From an optimization exercise on the open Yosys and OpenROAD flow, aimed at small area, a short achievable clock period and few clock cycles per item; shortcuts taken in it are not production practice. Function was checked by simulation only, so behaviour that the tests miss may differ from the original.

## blue
Design ebpc_decoder, start of the top module:
module ebpc_decoder
  (
   input logic                     clk_i,
   input logic                     rst_ni,
   input logic [DATA_W-1:0]        bpc_i,
   input logic                     bpc_last_i,
   input logic                     bpc_vld_i,
   output logic                    bpc_rdy_o,
   input logic [DATA_W-1:0]        znz_i,
   input logic                     znz_last_i,
   input logic                     znz_vld_i,
   output logic                    znz_rdy_o,
   input logic [LOG_MAX_WORDS-1:0] num_words_i,
   input logic                     num_words_vld_i,
   output logic                    num_words_rdy_o,
   output logic [DATA_W-1:0]       data_o,
   output logic                    last_o,
   output logic                    vld_o,
   input logic                     rdy_i
   );
clock: 12.0 ns
lec_check: 0
cap_margin: 20
core_margin: 2
core_utilization: 40
cts_cluster_diameter: 120
cts_cluster_size: 25
place_density: 0.6
slew_margin: 20
standard.sh (not shown) runs the stock make flow with config.mk's settings and CLKGATE_MAP_FILE= SYNTH_SCRIPT=/design/flow/synth_recipe.tcl, a recipe that flattens the netlist after the stock synthesis.
==> flow/flow/run.sh <==
#!/bin/bash
# Standard ORFS layout with timing repair aiming for extra setup slack and
# plain buffers on the ports (the clock period and constraints are unchanged).
set -euo pipefail
bash standard.sh SETUP_SLACK_MARGIN=8.4 'BUFFER_PORTS_ARGS=-buffer_cell sky130_fd_sc_hd__buf_2' finish > standard_flow.log 2>&1
Testbench counts of blue, summed over its fixed seeds: cycles 29,134, words 28,155.
Edits applied to the flow inputs when going from blue to green:
--- a/flow/design.v
+++ b/flow/design.v
@@ -310,17 +310,17 @@
   assign bbase   = bdrop ? b1_q : win;
   logic       go, d_base, d_sym, d_end;
   logic [6:0] newpl;
   logic [3:0] kn;          
   assign go     = !dfull_q || !ov_q;
   assign d_base = go && inbase_q && base_ok;
   assign d_sym  = go && !inbase_q && bfit;
   logic [6:0] prev;
-  assign prev   = (k_q == 4'd0) ? 7'd0 : pl_q[7];
+  assign prev   = pl_q[7];
   assign newpl  = c_dbp ? 7'd0 : (sdbx ^ prev);
   assign kn     = k_q + (c_run ? {1'b0, win[4:2]} + 4'd2 : 4'd1);
   assign d_end  = d_sym && (k_q == 4'd8 || kn == 4'd9);
   logic [2:0] bpn;
   logic [1:0] bnpop;
   always_comb begin
     logic [3:0] sum;
     sum = {1'b0, bp_q};
@@ -412,24 +412,22 @@
     if (d_base) begin
       base_q <= bbase;
       k_q    <= 4'd0;
     end
     if (d_sym) begin
       k_q  <= kn;
     end
     for (int i = 0; i < 8; i++)
-      if (d_sym && k_q <= 4'(i))
-        pl_q[i] <= newpl;
+      if (d_base || (d_sym && k_q <= 4'(i)))
+        pl_q[i] <= d_base ? 7'd0 : newpl;
   end
   assign adv    = emit_nz;
   assign odone  = (adv && (om_q[7] || fe0_q)) || (blk_end && ov_q && !om_q[0]);
-  logic d_top;
-  assign d_top  = d_sym && (k_q == 4'd8);
-  assign ld_out = (dfull_q || d_top) && (!ov_q || odone);
+  assign ld_out = (dfull_q || d_end) && (!ov_q || odone);
   always_ff @(posedge clk_i or negedge rst_ni) begin
     if (!rst_ni)
       ov_q <= 1'b0;
     else if (ld_out)
       ov_q <= 1'b1;
     else if (odone)
       ov_q <= 1'b0;
   end
Notes after the runs:
- Diff blue -> green: die area down 1.3%.
- [compare] base=blue new=green: transition time at the pin with the least slew margin moved up.
Testbench counts of green, summed over its fixed seeds: cycles 28,934, words 28,155.

* * *

## pepper
ebpc_decoder, a different RTL version from the one above (not shown whole).
Size in the first run: about 1000 cells after synthesis, ~260 flip-flops, ~61 I/O pins.
==> flow/config.mk <==
export PLATFORM = sky130hd
export DESIGN_NAME = ebpc_decoder
export DESIGN_NICKNAME = ebpc_decoder
export VERILOG_FILES = /design/flow/design.v
export SDC_FILE = /design/flow/constraint.sdc
export NUM_CORES = 4
export LEC_CHECK = 0
export CAP_MARGIN = 20
export CORE_MARGIN = 2
export CORE_UTILIZATION = 40
export CTS_CLUSTER_DIAMETER = 120
export CTS_CLUSTER_SIZE = 25
export PLACE_DENSITY = 0.6
export SLEW_MARGIN = 20
==> flow/constraint.sdc <==
create_clock -name core_clock -period 12.0 [get_ports {clk_i}]
set_input_delay 2.4000 -clock core_clock [delete_from_list [all_inputs] [get_ports {clk_i}]]
set_output_delay 2.4000 -clock core_clock [all_outputs]
set_load 0.01 [all_outputs]
Scripts as last shown in full above: flow/flow/run.sh
Testbench counts of pepper, summed over its fixed seeds: cycles 29,214, words 28,155.
Changes in nickel relative to pepper:
-- flow/design.v --
<<< pepper, line 409
      if (d_end) begin
        inbase_q <= 1'b1;
        dfull_q  <= 1'b1;
      end else if (ld_out)
        dfull_q  <= 1'b0;
>>> nickel, line 409
      if (d_end) begin
        inbase_q <= 1'b1;
        dfull_q  <= !ld_out;
      end else if (ld_out)
        dfull_q  <= 1'b0;
<<< pepper, line 445
  assign adv    = emit_nz;
  assign odone  = (adv && (om_q[7] || fe0_q)) || (blk_end && ov_q && !om_q[0]);
  assign ld_out = dfull_q && (!ov_q || odone);
  always_ff @(posedge clk_i or negedge rst_ni) begin
    if (!rst_ni)
>>> nickel, line 445
  assign adv    = emit_nz;
  assign odone  = (adv && (om_q[7] || fe0_q)) || (blk_end && ov_q && !om_q[0]);
  logic d_top;
  assign d_top  = d_sym && (k_q == 4'd8);
  assign ld_out = (dfull_q || d_top) && (!ov_q || odone);
  always_ff @(posedge clk_i or negedge rst_ni) begin
    if (!rst_ni)
## What came out
- Changes observed in nickel relative to pepper: data required time at the worst endpoint shows an increase of 2.57 ns, gate count of the mapped netlist up 23, number of tap instances rose by 1.5%, area enclosed by the die boundary picked up an extra 1.3%.
- In nickel the final design instance area without fill turned out 1.5% higher than in pepper.
- nickel vs pepper: area of the multi-input gates up in nickel
- Total setup buffers inserted after CTS (nickel over pepper): decrease, 1
- Going from pepper to nickel, synthesized-area fraction occupied by adder cells neither gained nor lost much; utilization lost 0.40 points; final hold slack picked up an extra 0.011 ns.
Testbench counts of nickel, summed over its fixed seeds: cycles 29,134, words 28,155.

* * *

run 1:
Starting RTL as in the previous note.
clock: 12.0 ns
lec_check: 0
cap_margin: 20
core_margin: 2
core_utilization: 40
cts_cluster_diameter: 100
cts_cluster_size: 20
place_density: 0.6
slew_margin: 20
Scripts as last shown in full above: flow/flow/run.sh
Testbench counts of run 1, summed over its fixed seeds: cycles 29,214, words 28,155.
Input-level comparison between run 2 and run 1:
--- a/flow/design.v
+++ b/flow/design.v
@@ -54,14 +54,14 @@
   logic        zv0_q, zv1_q;
   logic        zl0_q, zl1_q;
   logic [7:0]  zp_q;
   logic [3:0]  zc_q;
   logic        zrun_q;         
   logic        fv0_q, fv1_q, fn0_q, fn1_q, fe0_q, fe1_q;
-  logic [7:0]  od0_q;
-  logic        ov0_q, ol0_q;
+  logic [7:0]  od0_q, od1_q;
+  logic        ov0_q, ov1_q, ol0_q, ol1_q;
   logic [7:0]  b0_q, b1_q, b2_q;
   logic        bv0_q, bv1_q, bv2_q;
   logic        bl0_q, bl1_q, bl2_q;
   logic [7:0]  bp_q;
   logic        inbase_q;       
   logic [3:0]  k_q;            
@@ -246,37 +246,42 @@
       v0 = 1'b0;
     if (ztake) begin
       if (!v0) z0_q <= znz_i;
       else     z1_q <= znz_i;
     end
   end
-  logic emit, emit_nz, blk_end;
-  assign emit    = fv0_q && (!fn0_q || ov_q) && (!ov0_q || rdy_i);
+  logic emit, emit_nz, blk_end, opop;
+  assign emit    = fv0_q && (!fn0_q || ov_q) && !ov1_q;
   assign emit_nz = emit && fn0_q;
   assign blk_end = emit && fe0_q;
+  assign opop    = ov0_q && rdy_i;
   assign data_o = od0_q;
   assign last_o = ol0_q;
   assign vld_o  = ov0_q;
   always_ff @(posedge clk_i or negedge rst_ni) begin
     if (!rst_ni) begin
       {fv0_q, fv1_q} <= '0;
-      ov0_q <= 1'b0;
+      {ov0_q, ov1_q} <= '0;
     end else begin
       logic v0, v1;
       {v0, v1} = {fv0_q, fv1_q};
       if (emit)
         {v0, v1} = {fv1_q, 1'b0};
       if (zadv) begin
         if (!v0) v0 = 1'b1;
         else     v1 = 1'b1;
       end
       {fv0_q, fv1_q} <= {v0, v1};
-      if (emit)
-        ov0_q <= 1'b1;
-      else if (rdy_i)
-        ov0_q <= 1'b0;
+      {v0, v1} = {ov0_q, ov1_q};
+      if (opop)
+        {v0, v1} = {ov1_q, 1'b0};
+      if (emit) begin
+        if (!v0) v0 = 1'b1;
+        else     v1 = 1'b1;
+      end
+      {ov0_q, ov1_q} <= {v0, v1};
     end
   end
   always_ff @(posedge clk_i) begin
     logic v0;
     v0 = fv0_q;
     if (emit) begin
@@ -284,14 +289,21 @@
       v0 = fv1_q;
     end
     if (zadv) begin
       if (!v0) {fn0_q, fe0_q} <= {!zrun && zbit, fin_q};
       else     {fn1_q, fe1_q} <= {!zrun && zbit, fin_q};
     end
-    if (emit)
-      {ol0_q, od0_q} <= {fe0_q, fn0_q ? acc_q : 8'd0};
+    v0 = ov0_q;
+    if (opop) begin
+      {ol0_q, od0_q} <= {ol1_q, od1_q};
+      v0 = ov1_q;
+    end
+    if (emit) begin
+      if (!v0) {ol0_q, od0_q} <= {fe0_q, fn0_q ? acc_q : 8'd0};
+      else     {ol1_q, od1_q} <= {fe0_q, fn0_q ? acc_q : 8'd0};
+    end
   end
   logic [7:0]  win;
   assign win = window8(b0_q, b1_q, bp_q);
   logic c_raw, c_zero, c_run, c_ones, c_dbp, c_two, c_one;
   assign c_raw  = win[7];
   assign c_zero = win[7:6] == 2'b01;
==> run notes <==
- Between run 2 and run 1, the post-route worst hold slack does not differ in any meaningful way.
- Diff run 1 -> run 2: wire length climbed 580 um, routed length on met2 rose by 1.7%, global-route wire length before repair up 1.8 mm.
- The final reports for run 2 and run 1 show final design area excluding fillers higher in the former.
- Total track usage down 0.36 points in run 2 wrt run 1
Testbench counts of run 2, summed over its fixed seeds: cycles 29,214, words 28,155.

* * *

== garnet ==
ebpc_decoder, a different RTL version from the one above (not shown whole).
For scale: ~1100 cells after synthesis, roughly 270 flip-flops, about 13000 sq um of cells after synthesis.
Design ebpc_decoder, start of the top module:
module ebpc_decoder
  (
   input logic                     clk_i,
   input logic                     rst_ni,
   input logic [DATA_W-1:0]        bpc_i,
   input logic                     bpc_last_i,
   input logic                     bpc_vld_i,
   output logic                    bpc_rdy_o,
   input logic [DATA_W-1:0]        znz_i,
   input logic                     znz_last_i,
   input logic                     znz_vld_i,
   output logic                    znz_rdy_o,
   input logic [LOG_MAX_WORDS-1:0] num_words_i,
   input logic                     num_words_vld_i,
   output logic                    num_words_rdy_o,
   output logic [DATA_W-1:0]       data_o,
   output logic                    last_o,
   output logic                    vld_o,
   input logic                     rdy_i
   );
==> flow/config.mk <==
export PLATFORM = sky130hd
export DESIGN_NAME = ebpc_decoder
export DESIGN_NICKNAME = ebpc_decoder
export VERILOG_FILES = /design/flow/design.v
export SDC_FILE = /design/flow/constraint.sdc
export NUM_CORES = 4
export LEC_CHECK = 0
export CAP_MARGIN = 20
export CORE_MARGIN = 2
export CORE_UTILIZATION = 40
export PLACE_DENSITY = 0.6
export SLEW_MARGIN = 20
==> flow/constraint.sdc <==
create_clock -name core_clock -period 12.0 [get_ports {clk_i}]
set_input_delay 2.4000 -clock core_clock [delete_from_list [all_inputs] [get_ports {clk_i}]]
set_output_delay 2.4000 -clock core_clock [all_outputs]
set_load 0.01 [all_outputs]
==> flow/flow/run.sh <==
#!/bin/bash
# Standard ORFS layout with timing repair aiming for extra setup slack and
# plain buffers on the ports (the clock period and constraints are unchanged).
set -euo pipefail
bash standard.sh SETUP_SLACK_MARGIN=8.7 'BUFFER_PORTS_ARGS=-buffer_cell sky130_fd_sc_hd__buf_2' finish > standard_flow.log 2>&1
garnet finished every step from synthesis to the final layout, and the layout passed the timing, DRC and antenna checks.
Testbench counts of garnet, summed over its fixed seeds: cycles 29,513, words 28,155.
[inputs] tundra vs garnet
-- flow/design.v --
<<< garnet, line 101
      fin_q  <= 1'b0;
      nxt_q  <= 1'b0;
    end else begin
      logic a, f, n;
>>> tundra, line 101
      fin_q  <= 1'b0;
      nxt_q  <= 1'b0;
      nwr_q  <= 1'b1;
    end else begin
      logic a, f, n;
<<< garnet, line 127
      end
      {act_q, fin_q, nxt_q} <= {a, f, n};
    end
  end
  always_ff @(posedge clk_i) begin
    logic a, f, n;
    {a, f, n} = {act_q, fin_q, nxt_q};
    if (!act_q) begin
      if (nw_take) begin
        f = (num_words_i == '0);
        a = 1'b1;
      end
    end else if (!fin_q) begin
      if (zadv)
        f = (cnt_q == 24'd1);
    end else begin
      if (zadv) begin
        if (nxt_q) begin
          f = (cnt_q == '0);
          n = 1'b0;
        end else if (nw_take)
          f = (num_words_i == '0);
        else begin
          a = 1'b0;
          f = 1'b0;
        end
      end else if (nw_take)
        n = 1'b1;
    end
    nwr_q <= !a || (f && !n);
  end
  always_ff @(posedge clk_i) begin
>>> tundra, line 128
      end
      {act_q, fin_q, nxt_q} <= {a, f, n};
      nwr_q <= !a || (f && !n);
    end
  end
  always_ff @(posedge clk_i) begin
<<< garnet, line 187
  logic zrdy_q;
  assign znz_rdy_o = zrdy_q;
  always_ff @(posedge clk_i) begin
    logic v0a, v1a;
    v0a = (znpop == 2'd0) ? zv0_q : (znpop == 2'd1) ? zv1_q : 1'b0;
    v1a = (znpop == 2'd0) ? zv1_q : 1'b0;
    zrdy_q <= !(v1a || (ztake && v0a));
  end
  logic ztake;
  assign ztake = znz_vld_i && zrdy_q;
>>> tundra, line 162
  logic zrdy_q;
  assign znz_rdy_o = zrdy_q;
  logic ztake;
  assign ztake = znz_vld_i && zrdy_q;
<<< garnet, line 202
      zc_q <= '0;
      zrun_q <= 1'b0;
    end else begin
      logic v0, v1, l0, l1;
>>> tundra, line 171
      zc_q <= '0;
      zrun_q <= 1'b0;
      zrdy_q <= 1'b1;
    end else begin
      logic v0, v1, l0, l1;
<<< garnet, line 221
      end
      {zv0_q, zv1_q} <= {v0, v1};
      {zl0_q, zl1_q} <= {l0, l1};
      zp_q <= zpn;
>>> tundra, line 191
      end
      {zv0_q, zv1_q} <= {v0, v1};
      zrdy_q <= !v1;
      {zl0_q, zl1_q} <= {l0, l1};
      zp_q <= zpn;
<<< garnet, line 378
  logic brdy_q;
  assign bpc_rdy_o = brdy_q;
  always_ff @(posedge clk_i) begin
    logic v0a, v1a, v2a;
    v0a = (bnpop == 2'd0) ? bv0_q : (bnpop == 2'd1) ? bv1_q : bv2_q;
    v1a = (bnpop == 2'd0) ? bv1_q : (bnpop == 2'd1) ? bv2_q : 1'b0;
    v2a = (bnpop == 2'd0) ? bv2_q : 1'b0;
    brdy_q <= !(v2a || (btake && v0a && v1a));
  end
  logic btake;
  assign btake = bpc_vld_i && brdy_q;
>>> tundra, line 349
  logic brdy_q;
  assign bpc_rdy_o = brdy_q;
  logic btake;
  assign btake = bpc_vld_i && brdy_q;
<<< garnet, line 392
      {bl0_q, bl1_q, bl2_q} <= '0;
      bp_q     <= 8'd1;
      inbase_q <= 1'b1;
      dfull_q  <= 1'b0;
>>> tundra, line 356
      {bl0_q, bl1_q, bl2_q} <= '0;
      bp_q     <= 8'd1;
      brdy_q   <= 1'b1;
      inbase_q <= 1'b1;
      dfull_q  <= 1'b0;
<<< garnet, line 415
      end
      {bv0_q, bv1_q, bv2_q} <= {v0, v1, v2};
      {bl0_q, bl1_q, bl2_q} <= {l0, l1, l2};
      bp_q <= bpn;
>>> tundra, line 380
      end
      {bv0_q, bv1_q, bv2_q} <= {v0, v1, v2};
      brdy_q <= !v2;
      {bl0_q, bl1_q, bl2_q} <= {l0, l1, l2};
      bp_q <= bpn;
[summary]
tundra finished every stage and its layout cleared the timing, DRC and antenna checks. Number of filler instances in the final layout: tundra and garnet compared, lower one is garnet. ~same horizontal die dimension in tundra and garnet. On core occupancy in the finished layout: tundra sits below garnet. garnet → tundra: count of cells resized by post-cts repair saw a decrease; placeable core region now sits at about the same level; share of post-route cells with drive strength above 1 decreased 3.5 points; number of cells after detailed placement down 7. Of tundra and garnet, the run reporting the higher worst setup slack was garnet. Compare tundra and garnet | multiplexer share of the synthesized area higher: garnet. Compared with garnet, in tundra clock period minus worst slack higher.
Testbench counts of tundra, summed over its fixed seeds: cycles 29,513, words 28,155.

==> what the ideal ports hide <==
The flow's constraints put no driver on any port. The routed layouts listed below were extracted and timed again, unchanged, in two steps. Step 1 assumes that a clkbuf_16 drives the clock port and a buf_2 every other input. Step 2, shift: input delay + t, output delay - t, t = (earliest + latest rising clock arrival at the registers) / 2. This alone moves slack from input paths to output paths. Slacks: ideal ports / drivers / drivers and shift; pairs: ideal ports / drivers.
run | shift t [ns] | setup slack, ns | latest minus earliest clock arrival (ns)
blue | 0.526 | 8.341 / 8.341 / 7.902 | 0.031 / 0.031
green | 0.534 | 8.250 / 8.250 / 7.892 | 0.029 / 0.029
pepper | 0.535 | 8.494 / 8.444 / 8.009 | 0.028 / 0.028
nickel | 0.525 | 8.441 / 8.430 / 7.943 | 0.027 / 0.026
run 1 | 0.536 | 8.472 / 8.423 / 8.009 | 0.026 / 0.026
run 2 | 0.538 | 8.499 / 8.455 / 8.070 | 0.015 / 0.015
garnet | 0.590 | 8.510 / 8.460 / 8.225 | 0.020 / 0.020
tundra | 0.586 | 8.409 / 8.360 / 8.067 | 0.007 / 0.008
After both steps setup and hold are still met in every run listed. The setup slack of nickel, which loses most, moves by -0.011 ns with the drivers and by -0.498 ns with both steps.
